This design comes from an exercise in tuning for small area, a short achievable clock period and few clock cycles on the open sky130 flow, not from production work. In this exercise RTL edits were held to simulation tests only and were not proved equivalent to the original. Power figures rest on the tool's default switching activity, not on a simulated workload.

==> flow/design.v (excerpt) <==
module  ATCONV(
	input		clk,
	input		reset,
	output	reg	busy,
	input		ready,
	output  	[11:0]	iaddr,
	input signed [12:0]	idata,
	output	reg 	cwr,
	output  	[11:0]	caddr_wr,
	output reg 	[12:0] 	cdata_wr,
	output	reg 	crd,
	output  	[11:0] 	caddr_rd,
	input 	[12:0] 	cdata_rd,
	output reg 	csel
	);
reg        fin;
reg [1:0]  ph;         
reg [6:0]  r;          
reg [6:0]  n;          
reg [5:0]  irow;       
reg [8:0]  D;          
reg [11:0] T;          
reg [12:0] U;          
reg [12:0] Xa;         
reg [11:0] Xb;         
reg        colv;       
reg        colsp;      
reg [11:0] pos;        
reg        pw;         
reg [12:0] RD;         
wire [5:0] x  = {n[4:0] ^ {5{n[5]}}, n[5]};
assign iaddr  = {irow, x};
wire [5:0] ro = pos[11:6];
wire [5:0] o  = pos[5:0];
wire [4:0] oc = o[4:0] ^ {5{o[5]}};           
assign caddr_wr = csel ? {2'b00, ro[5:1], oc} : {ro, oc, o[5]};
assign caddr_rd = csel ? {2'b00, ro[5:1], oc - 5'd1} : {ro[5:1], 1'b0, oc, o[5]};
wire       nlast = (n == 7'd64);
wire [6:0] r_n   = r + {6'd0, nlast};
wire [5:0] rtop  = (r < 7'd2) ? 6'd0 : r[5:0] - 6'd2;
wire [5:0] rbot  = (r > 7'd61) ? 6'd63 : r[5:0] + 6'd2;
wire [12:0] so  = Xa + ~{1'b0, T};
wire [12:0] l0  = so[12] ? 13'd0 : so;
wire [11:0] sel = colsp ? T : Xb;
wire [12:0] mx  = (RD > cdata_wr) ? RD : cdata_wr;
wire [12:0] mr  = (mx[3:0] == 4'd0) ? mx : {mx[12:4] + 9'd1, 4'd0};
always @(posedge clk) begin
	D  <= idata[12:4];
	RD <= cdata_rd;
	if (reset) begin
		busy <= 1'b0;
		fin <= 1'b0;
		ph <= 2'd0;
		r <= 7'd0;
		n <= 7'd0;
		irow <= 6'd0;
		colv <= 1'b0;
		pos <= 12'hfff;
		pw <= 1'b0;
		cwr <= 1'b0;
		crd <= 1'b0;
		csel <= 1'b0;
	end else if (!fin) begin
		if (ready) busy <= 1'b1;
		case (ph)
		2'd0: begin
			T <= T + {3'd0, D};
			U <= U + {4'b1111, ~D};
			irow <= rtop;
			ph <= 2'd1;
			if (pw) cdata_wr <= o[5] ? mr : mx;
			cwr <= pw;
			csel <= 1'b1;
			crd <= colv & ro[0] & o[5] & (o != 6'd63);
		end
		2'd1: begin
			T <= {1'b0, D, 2'b11};
  ...
Size: roughly 890 cells after synthesis, ~82 I/O pins, ~8200 µm² of cells after synthesis.
==> flow/config.mk <==
export PLATFORM = sky130hd
export DESIGN_NAME = ATCONV
export DESIGN_NICKNAME = ATCONV
export VERILOG_FILES = /design/flow/design.v
export SDC_FILE = /design/flow/constraint.sdc
export NUM_CORES = 4
export LEC_CHECK = 0
export CAP_MARGIN = 20
export CORE_MARGIN = 2
export CORE_UTILIZATION = 40
export SLEW_MARGIN = 20
==> flow/constraint.sdc <==
create_clock -name core_clock -period 8.0 [get_ports {clk}]
set_input_delay 1.6000 -clock core_clock [delete_from_list [all_inputs] [get_ports {clk}]]
set_output_delay 1.6000 -clock core_clock [all_outputs]
set_load 0.01 [all_outputs]
run.sh (not shown) runs the stock make flow with config.mk's settings and CLKGATE_MAP_FILE= SYNTH_SCRIPT=/design/flow/synth_recipe.tcl, a recipe that flattens the netlist after the stock synthesis.
The baseline passed the timing, design-rule and antenna checks.
Testbench counts at the start, summed over its fixed seeds: cycles 149,820.
Edit:
- ABC_CLOCK_PERIOD_IN_PS: not set -> 2500
- SETUP_SLACK_MARGIN: not set -> 4.5
What happened: Wire length is higher by 3.8%; non-clock buffer count went up by 19; global-route usage is higher by 0.84 points; worst setup slack gets better by 1.3 ns; die area stays the same; maximum frequency is higher by 37%; power fell by 1.7%; combinational power stays flat; via count rose by 1.7%; hold slack barely changes.

the previous run:
ATCONV, a different RTL version from the one above (not shown whole).
For scale: roughly 1,200 cells after synthesis, roughly 82 I/O pins.
export LEC_CHECK = 0
export ABC_CLOCK_PERIOD_IN_PS = 2500
export CAP_MARGIN = 20
export CORE_MARGIN = 2
export CORE_UTILIZATION = 40
export CTS_CLUSTER_DIAMETER = 150
export CTS_CLUSTER_SIZE = 30
export SETUP_SLACK_MARGIN = 5
export SLEW_MARGIN = 20
create_clock -name core_clock -period 8.0 [get_ports {clk}]
standard.sh (not shown) runs the stock make flow with config.mk's settings and CLKGATE_MAP_FILE= SYNTH_SCRIPT=/design/flow/synth_recipe.tcl, a recipe that flattens the netlist after the stock synthesis.
==> flow/flow/run.sh <==
#!/bin/bash
set -euo pipefail
export BUFFER_PORTS_ARGS="-buffer_cell sky130_fd_sc_hd__buf_1"
bash standard.sh SETUP_SLACK_MARGIN=5.3 finish > standard.log 2>&1
Testbench counts of the previous run, summed over its fixed seeds: cycles 102,972.
diff inputs: the previous run => the current run
- removing CTS_CLUSTER_DIAMETER (formerly 150)
- setting CTS_BUF_LIST to sky130_fd_sc_hd__clkbuf_8 for the first time
- removing CTS_CLUSTER_SIZE (formerly 30)
==> flow/flow/run.sh <==
#!/bin/bash
# The standard layout, with plain buf_1 cells as the port buffers
# (buffer_ports otherwise picks a delay buffer of twice the area).
set -euo pipefail
export BUFFER_PORTS_ARGS="-buffer_cell sky130_fd_sc_hd__buf_1"
bash standard.sh "$@" > standard.log 2>&1
Results
The final layout from the current run, which completed every stage, passed the timing, design-rule and antenna checks at the end of the flow. Between the previous run and the current run, final critical-path share of the clock period increased. Routed metal-1 wire length sits lower in the current run than in the previous run. From the previous run to the current run the numbers moved as follows: post-route cell area moved down, all-layer global routing usage level, critical path depth moved down.

Setup of exp/raven:
Starting RTL as in the previous note.
clock: 8.0 ns
lec_check: 0
abc_clock_period_in_ps: 2500
cap_margin: 20
core_margin: 2
core_utilization: 40
cts_buf_list: sky130_fd_sc_hd__clkbuf_8
setup_slack_margin: 5
slew_margin: 20
run.sh (not shown) runs the stock make flow with config.mk's settings and CLKGATE_MAP_FILE= SYNTH_SCRIPT=/design/flow/synth_recipe.tcl, a recipe that flattens the netlist after the stock synthesis.
Stock flow here: none of the scripts above is used.
Testbench counts of exp/raven, summed over its fixed seeds: cycles 102,972.
Modified inputs, exp/amber compared to exp/raven
==> flow/flow/run.sh (new file) <==
#!/bin/bash
set -euo pipefail
export BUFFER_PORTS_ARGS="-buffer_cell sky130_fd_sc_hd__buf_1"
bash standard.sh SETUP_SLACK_MARGIN=5.3 finish > standard.log 2>&1
==> flow/standard.sh (new file) <==
#!/bin/bash
# synth_recipe.tcl (not shown) runs the flow's synth.tcl, then flattens the netlist and writes it again
# the make line also repeats each setting of config.mk as NAME=value (left out here)
make -C /OpenROAD-flow-scripts/flow DESIGN_CONFIG=/design/flow/config.mk WORK_HOME=/design/flow/orfs CLKGATE_MAP_FILE= SYNTH_SCRIPT=/design/flow/synth_recipe.tcl "${@:-finish}"
-- flow/config.mk --
<<< exp/raven, line 7
export LEC_CHECK = 0
export ABC_CLOCK_PERIOD_IN_PS = 2500
export CAP_MARGIN = 20
>>> exp/amber, line 7
export LEC_CHECK = 0
export ABC_CLOCK_PERIOD_IN_PS = 1500
export CAP_MARGIN = 20
removed: flow/run.sh
Findings:
The clock latency reported for the late side of the worst-skew pair of exp/raven and that of exp/amber are within noise of each other. When the final numbers for exp/raven and exp/amber were put side by side, the clock tree buffer count of the final layout turned out to be greater in exp/amber. exp/amber vs. exp/raven: placed cell area fell by 400 sq um, maximum fanout along the worst path rose by 3, post-layout minimum cycle time fell by 0.25 ns. Between exp/amber and exp/raven, the final cell utilization of the core does not differ in any meaningful way.
What exp/violet does differently from exp/amber at the input level:
==> flow/flow/run.sh <==
#!/bin/bash
set -euo pipefail
export BUFFER_PORTS_ARGS="-buffer_cell sky130_fd_sc_hd__buf_1"
bash standard.sh SETUP_SLACK_MARGIN=5.25 finish > standard.log 2>&1
-- flow/config.mk --
<<< exp/amber, line 7
export LEC_CHECK = 0
export ABC_CLOCK_PERIOD_IN_PS = 1500
export CAP_MARGIN = 20
>>> exp/violet, line 7
export LEC_CHECK = 0
export ABC_CLOCK_PERIOD_IN_PS = 2500
export CAP_MARGIN = 20
[summary]
NOTE non-clock buffer count exp/amber->exp/violet increased by a little under 10%. The worst clock skew was comparable across exp/violet and exp/amber. exp/violet -> exp/amber: timing-limited maximum frequency flat. Looking only at proportion of cell area occupied by registers, and setting everything else aside, the lower value of exp/violet and exp/amber goes to exp/violet. Of the two values seen for critical path startpoint, cdata_wr[11]$_DFF_P_ was produced by exp/violet and cdata_wr[4]$_DFF_P_ by exp/amber. exp/amber → exp/violet: relative max-transition margin moved down; setup slack moved up; global-route track usage on met2 moved up; final RePlAce weighted congestion moved up; area share of buffers outside the clock network moved up.

== job 101 ==
ATCONV again, from the RTL that the note above started with.
clock: 8.0 ns
lec_check: 0
abc_clock_period_in_ps: 2500
cap_margin: 20
core_margin: 2
core_utilization: 40
cts_buf_list: sky130_fd_sc_hd__clkbuf_8
setup_slack_margin: 5
slew_margin: 20
standard.sh (not shown) runs the stock make flow with config.mk's settings and CLKGATE_MAP_FILE= SYNTH_SCRIPT=/design/flow/synth_recipe.tcl, a recipe that flattens the netlist after the stock synthesis.
==> flow/flow/run.sh <==
#!/bin/bash
set -euo pipefail
export BUFFER_PORTS_ARGS="-buffer_cell sky130_fd_sc_hd__buf_1"
bash standard.sh SETUP_SLACK_MARGIN=5.4 finish > standard.log 2>&1
Testbench counts of job 101, summed over its fixed seeds: cycles 102,972.
Changes in job 102 relative to job 101:
- CAP_MARGIN now 5, was 20
- TNS_END_PERCENT now 10, previously not set
- SLEW_MARGIN now 5, was 20
==> flow/flow/run.sh <==
#!/bin/bash
set -euo pipefail
export BUFFER_PORTS_ARGS="-buffer_cell sky130_fd_sc_hd__buf_1"
bash standard.sh SETUP_SLACK_MARGIN=5.3 finish > standard.log 2>&1
Notes after the runs:
Job 102 completed; timing, DRC and antenna clean
Comparing job 101 against job 102, there is no change at all in final setup violation count.
Total wire length after detailed routing was lower in the run labelled job 102.
Number of nets in the layout (lower): job 102
There was hardly any difference in portion of the clock cycle consumed by the worst path in the final layout between job 102 and job 101.
Number of detailed-routing iterations run before antenna repair for job 102 is lower than for job 101.
Job 102: met3 global-route usage lower than job 101
Going from job 101 to job 102, multi-input gate share of the layout cell area grew by 2.1 points, layout multi-input combinational cell count held steady, maximum number of pins on one net before global-route repair shrank by 12.
Edits applied to the flow inputs when going from job 102 to job 103:
- CAP_MARGIN now 20, was 5
- SLEW_MARGIN now 20, was 5
- TNS_END_PERCENT no longer set, was 10
- CTS_BUF_LIST no longer set, was sky130_fd_sc_hd__clkbuf_8
Findings:
Comparing job 103 against job 102, there is no change at all in synthesized netlist net count. For the global routing usage on met3, job 103 came in 0.50 points lower than job 102 did. Job 103 | status: complete | timing, DRC, antenna: pass. Job 102 reports its standard cell with the maximum stage delay on the critical path as sky130_fd_sc_hd__dfxtp_1 while job 103 reports sky130_fd_sc_hd__dfxtp_4. Job 102 → job 103: met3 layer wire length in the routed design has increased; share of the core filled with cells in the final layout rose by 3.0 points; number of clock buffers in the layout moved up; critical path depth went up by 12; leakage dissipation went up 0.37 nW. As far as die area goes, job 102 and job 103 are indistinguishable; the numbers are identical. On final worst-path cycle share: job 103 sits below job 102.
For job 104, these inputs were changed with respect to job 103:
- putting TNS_END_PERCENT at 50 where nothing was set
- putting CTS_BUF_LIST at sky130_fd_sc_hd__clkbuf_8 where nothing was set
## What came out
- Job 103 has higher core utilization than job 104.
- There was hardly any difference in sequential cell count between job 103 and job 104.
- Capturing element of the worst setup path = iaddr[5]: job 104; capturing element of the worst setup path = Vb[11]: job 103
- Leakage power of the design delta (job 104 − job 103): favourable
- Job 104: flow completed, timing, DRC and antenna clean
- Diff job 104 and job 103: via count higher in job 103
- Job 104 vs job 103, combinational fraction of design power went up by 2.7 points.
- Comparing non-clock buffering overhead in the final layout for job 104 and job 103, the smaller number came from job 104.
- Placed wire-length estimate: job 103 vs job 104 — no meaningful difference
- Diff job 103 -> job 104 | count of buffers not belonging to the clock network in the layout | up slightly
- Summary — critical path depth, job 104 relative to job 103: lower, by 12.
- Compared job 104 vs job 103, and clock power is down in job 104.
- Going from job 103 to job 104, net switching component of the power shrinks by about 1.2%.
Input-level comparison between job 105 and job 104:
- CTS_BUF_LIST no longer set, was sky130_fd_sc_hd__clkbuf_8
- CORE_UTILIZATION now 60, was 40
- TNS_END_PERCENT no longer set, was 50
==> flow/run.sh (new file) <==
#!/bin/bash
# synth_recipe.tcl (not shown) runs the flow's synth.tcl, then flattens the netlist and writes it again
# the make line also repeats each setting of config.mk as NAME=value (left out here)
make -C /OpenROAD-flow-scripts/flow DESIGN_CONFIG=/design/flow/config.mk WORK_HOME=/design/flow/orfs CLKGATE_MAP_FILE= SYNTH_SCRIPT=/design/flow/synth_recipe.tcl finish
removed: flow/flow/run.sh
removed: flow/standard.sh
--- outcome ---
Job 105 has completed all stages; timing, DRC and antenna checks passed.
On total of clock buffers placed in the layout: job 105 sits above job 104.
Between job 104 and job 105, data arrival at the endpoint of the critical path is lower for job 104, job 105 comes in above that.
Looking at worst setup slack across both flows, job 105 is the weaker of the two, with job 104 ahead.
Relative to job 104, the total power per unit cell area of job 105 is higher by 3.3%.

==> static timing again, ports no longer ideal <==
The results above use ideal ports. As a check the final layouts listed here were re-extracted and re-timed, cells and wires unchanged.
Step 1: set_driving_cell puts a clkbuf_16 on clk and a buf_2 on each other input, an assumption about the parent block.
Step 2 adds t to the input delays and takes it off the output delays; t is the mean of the earliest and latest rising clock arrival at the registers after step 1. Input paths then give back, and output paths get back, about the clock's delay inside the block.
Three values: no drivers, after step 1, after step 2; two values: the first two.
run	t, ns	setup WS [ns]	pins driven straight from the clock port
the first run of note 1	0.462	3.102 / 3.057 / 3.519	1
the second run of note 1	0.470	4.427 / 4.384 / 4.634	1
the previous run	0.475	5.316 / 5.306 / 5.316	1
the current run	0.506	5.107 / 5.107 / 5.107	1
exp/raven	0.509	5.066 / 5.024 / 5.080	1
exp/amber	0.503	5.312 / 5.272 / 5.341	1
exp/violet	0.493	5.319 / 5.296 / 5.319	1
job 101	0.502	5.290 / 5.290 / 5.290	1
job 102	0.506	5.290 / 5.246 / 5.293	1
job 103	0.475	5.316 / 5.306 / 5.316	1
job 104	0.512	5.260 / 5.221 / 5.316	1
job 105	0.486	5.023 / 4.975 / 5.069	1
After both steps setup and hold are still met in every run listed.
